From an optimization exercise on the open Yosys and OpenROAD flow, aimed at small area and a short achievable clock period; shortcuts taken in it are not production practice. Where RTL was checked, it was by simulation tests only, not by an equivalence proof against the original. No activity file was given, so power comes from the tool's default toggle rates.

==> 07-19 <==
## pipelined_divider
module pipelined_divider (input             clock,
                          input             reset,
                          input             input_valid,
                          input       [5:0] input_tag,
                          input      [23:0] divisor,
                          input      [31:0] dividend,
                          output reg        output_valid,
                          output reg  [5:0] output_tag,
                          output reg [31:0] quotient,
                          output reg [31:0] remainder);
==> flow/config.mk <==
export PLATFORM = sky130hd
export DESIGN_NAME = pipelined_divider
export DESIGN_NICKNAME = pipelined_divider
export VERILOG_FILES = /design/flow/design.v
export SDC_FILE = /design/flow/constraint.sdc
export NUM_CORES = 4
export LEC_CHECK = 0
export ABC_AREA = 1
export ABC_CLOCK_PERIOD_IN_PS = 3000
export CAP_MARGIN = 20
export CORE_MARGIN = 2
export CORE_UTILIZATION = 40
export CTS_CLUSTER_DIAMETER = 80
export CTS_CLUSTER_SIZE = 30
export SETUP_SLACK_MARGIN = 4.25
export SLEW_MARGIN = 20
==> flow/constraint.sdc <==
create_clock -name core_clock -period 7.0 [get_ports {clock}]
set_input_delay 1.4000 -clock core_clock [delete_from_list [all_inputs] [get_ports {clock}]]
set_output_delay 1.4000 -clock core_clock [all_outputs]
set_load 0.01 [all_outputs]
standard.sh (not shown) runs the stock make flow with config.mk's settings and CLKGATE_MAP_FILE= SYNTH_SCRIPT=/design/flow/synth_recipe.tcl, a recipe that flattens the netlist after the stock synthesis.
==> flow/flow/run.sh <==
#!/bin/bash
set -euo pipefail
here=$(cd "$(dirname "$0")" && pwd)
source "$here/vars.sh"
bash standard.sh > flow.log 2>&1
==> flow/flow/vars.sh <==
# ORFS variables for this flow (see run.sh)
# No full-adder cell mapping in synthesis: ABC maps the adders itself.
export ADDER_MAP_FILE=
# Port buffers: a plain buffer rather than the default pick (a delay cell).
export BUFFER_PORTS_ARGS="-buffer_cell sky130_fd_sc_hd__buf_2"
==> 01-16: changes against 07-19 <==
--- a/flow/design.v
+++ b/flow/design.v
@@ -44,19 +44,21 @@
     wire c4_1 = hz4 & ~s4_1[6], c4_2 = hz4 & ~s4_2[6], c4_3 = hz4 & ~s4_3[6];
     wire [3:0] r4_c = c4_2 ? (c4_3 ? s4_3[3:0] : s4_2[3:0]) : (c4_1 ? s4_1[3:0] : x4[3:0]);
     reg        v1, n1, z1;
     reg  [5:0] t1;
     reg [23:0] d1;
+    reg [25:0] d3_1;
     reg [27:0] a1;
     reg [31:28] q1;
     reg [3:0] r1;
     always @(posedge clock) begin
         v1 <= reset ? 1'b0 : v0;
         t1 <= t0;
         n1 <= n0;
         z1 <= z0;
         d1 <= d0;
+        d3_1 <= {2'd0, d0} + {1'd0, d0, 1'b0};
         a1 <= x0[27:0];
         q1 <= {c2_2, (c2_2 ? c2_3 : c2_1), c4_2, (c4_2 ? c4_3 : c4_1)};
         r1 <= r4_c;
     end
     wire [5:0] x6 = {r1, a1[27], a1[26]};
@@ -69,19 +71,21 @@
     wire c6_1 = hz6 & ~s6_1[8], c6_2 = hz6 & ~s6_2[8], c6_3 = hz6 & ~s6_3[8];
     wire [5:0] r6_c = c6_2 ? (c6_3 ? s6_3[5:0] : s6_2[5:0]) : (c6_1 ? s6_1[5:0] : x6[5:0]);
     reg        v2, n2, z2;
     reg  [5:0] t2;
     reg [23:0] d2;
+    reg [25:0] d3_2;
     reg [25:0] a2;
     reg [31:26] q2;
     reg [5:0] r2;
     always @(posedge clock) begin
         v2 <= reset ? 1'b0 : v1;
         t2 <= t1;
         n2 <= n1;
         z2 <= z1;
         d2 <= d1;
+        d3_2 <= d3_1;
         a2 <= a1[25:0];
         q2 <= {q1, c6_2, (c6_2 ? c6_3 : c6_1)};
         r2 <= r6_c;
     end
     wire [7:0] x8 = {r2, a2[25], a2[24]};
@@ -94,19 +98,21 @@
     wire c8_1 = hz8 & ~s8_1[10], c8_2 = hz8 & ~s8_2[10], c8_3 = hz8 & ~s8_3[10];
     wire [7:0] r8_c = c8_2 ? (c8_3 ? s8_3[7:0] : s8_2[7:0]) : (c8_1 ? s8_1[7:0] : x8[7:0]);
     reg        v3, n3, z3;
     reg  [5:0] t3;
     reg [23:0] d3;
+    reg [25:0] d3_3;
     reg [23:0] a3;
     reg [31:24] q3;
     reg [7:0] r3;
     always @(posedge clock) begin
         v3 <= reset ? 1'b0 : v2;
         t3 <= t2;
         n3 <= n2;
         z3 <= z2;
         d3 <= d2;
+        d3_3 <= d3_2;
         a3 <= a2[23:0];
         q3 <= {q2, c8_2, (c8_2 ? c8_3 : c8_1)};
         r3 <= r8_c;
     end
     wire [9:0] x10 = {r3, a3[23], a3[22]};
@@ -119,19 +125,21 @@
     wire c10_1 = hz10 & ~s10_1[12], c10_2 = hz10 & ~s10_2[12], c10_3 = hz10 & ~s10_3[12];
     wire [9:0] r10_c = c10_2 ? (c10_3 ? s10_3[9:0] : s10_2[9:0]) : (c10_1 ? s10_1[9:0] : x10[9:0]);
     reg        v4, n4, z4;
     reg  [5:0] t4;
     reg [23:0] d4;
+    reg [25:0] d3_4;
     reg [21:0] a4;
     reg [31:22] q4;
     reg [9:0] r4;
     always @(posedge clock) begin
         v4 <= reset ? 1'b0 : v3;
         t4 <= t3;
         n4 <= n3;
         z4 <= z3;
         d4 <= d3;
+        d3_4 <= d3_3;
         a4 <= a3[21:0];
         q4 <= {q3, c10_2, (c10_2 ? c10_3 : c10_1)};
         r4 <= r10_c;
     end
     wire [11:0] x12 = {r4, a4[21], a4[20]};
@@ -144,19 +152,21 @@
     wire c12_1 = hz12 & ~s12_1[14], c12_2 = hz12 & ~s12_2[14], c12_3 = hz12 & ~s12_3[14];
     wire [11:0] r12_c = c12_2 ? (c12_3 ? s12_3[11:0] : s12_2[11:0]) : (c12_1 ? s12_1[11:0] : x12[11:0]);
     reg        v5, n5, z5;
     reg  [5:0] t5;
     reg [23:0] d5;
+    reg [25:0] d3_5;
     reg [19:0] a5;
     reg [31:20] q5;
     reg [11:0] r5;
     always @(posedge clock) begin
         v5 <= reset ? 1'b0 : v4;
         t5 <= t4;
         n5 <= n4;
         z5 <= z4;
         d5 <= d4;
+        d3_5 <= d3_4;
         a5 <= a4[19:0];
         q5 <= {q4, c12_2, (c12_2 ? c12_3 : c12_1)};
         r5 <= r12_c;
     end
     wire [13:0] x14 = {r5, a5[19], a5[18]};
@@ -179,11 +189,11 @@
         v6 <= reset ? 1'b0 : v5;
         t6 <= t5;
         n6 <= n5;
         z6 <= z5;
         d6 <= d5;
-        d3_6 <= {2'd0, d5} + {1'd0, d5, 1'b0};
+        d3_6 <= d3_5;
         a6 <= a5[17:0];
         q6 <= {q5, c14_2, (c14_2 ? c14_3 : c14_1)};
         r6 <= r14_c;
     end
     wire [15:0] x16 = {r6, a6[17], a6[16]};
==> flow/run.sh (new file) <==
#!/bin/bash
# synth_recipe.tcl (not shown) runs the flow's synth.tcl, then flattens the netlist and writes it again
# the make line also repeats each setting of config.mk as NAME=value (left out here)
make -C /OpenROAD-flow-scripts/flow DESIGN_CONFIG=/design/flow/config.mk WORK_HOME=/design/flow/orfs CLKGATE_MAP_FILE= SYNTH_SCRIPT=/design/flow/synth_recipe.tcl finish
Settings changed: ABC_AREA 1 to unset, CTS_CLUSTER_DIAMETER 80 to unset, CTS_CLUSTER_SIZE 30 to unset, SETUP_SLACK_MARGIN 4.25 to 3.6.
removed: flow/flow/run.sh
removed: flow/flow/vars.sh
removed: flow/standard.sh
==> summary.txt <==
01-16 finished with timing, DRC and antenna clean. 07-19 completed with no timing, DRC or antenna violations. Of 01-16 and 07-19, 07-19 has the higher critical path depth (gap 1). Of 07-19 and 01-16, 01-16 has the higher sequential power (gap about 6%, measured against 01-16). First-iteration DRC count: 01-16 is lower than 07-19 (62%). Of 07-19 and 01-16, 07-19 has the higher die area (gap about 7%, measured against 01-16). Between 01-16 and 07-19, the lower flip-flop and latch count is in 07-19 (gap 125). Of 01-16 and 07-19, 07-19 has the higher synthesized cell count (gap about 40%, measured against 07-19). Between 07-19 and 01-16, the lower global-route usage is in 01-16 (gap 8.0 points).
No functional check of the RTL was part of 07-19.

afterwards: timing with drivers on the ports:
No port has a modelled driver above. Below, the same layouts with a new extraction and two added sets of constraints. Step 1: set_driving_cell puts a clkbuf_16 on clock and a buf_2 on each other input, an assumption about the parent block. Step 2 moves the port delays by t, midway between the first and last clock arrival at a register: inputs arrive t later, outputs are due t later. That takes back most of the time a late clock gives input paths. a / b / c = ideal / step 1 / step 2; a / b = the first two.
| run | t (ns) | slack for setup (ns) | hold slack, ns | latest minus earliest clock arrival (ns) |
|---|---|---|---|---|
| 07-19 | 0.891 | 4.172 / 4.125 / 3.881 | 0.276 / 0.276 / 0.276 | 0.079 / 0.079 |
| 01-16 | 0.886 | 3.580 / 3.580 / 3.580 | 0.311 / 0.311 / 0.311 | 0.059 / 0.058 |
After both steps every run listed still meets setup and hold. For 07-19, which loses most, drivers alone change the setup slack by -0.047 ns; drivers and shift together by -0.291 ns.
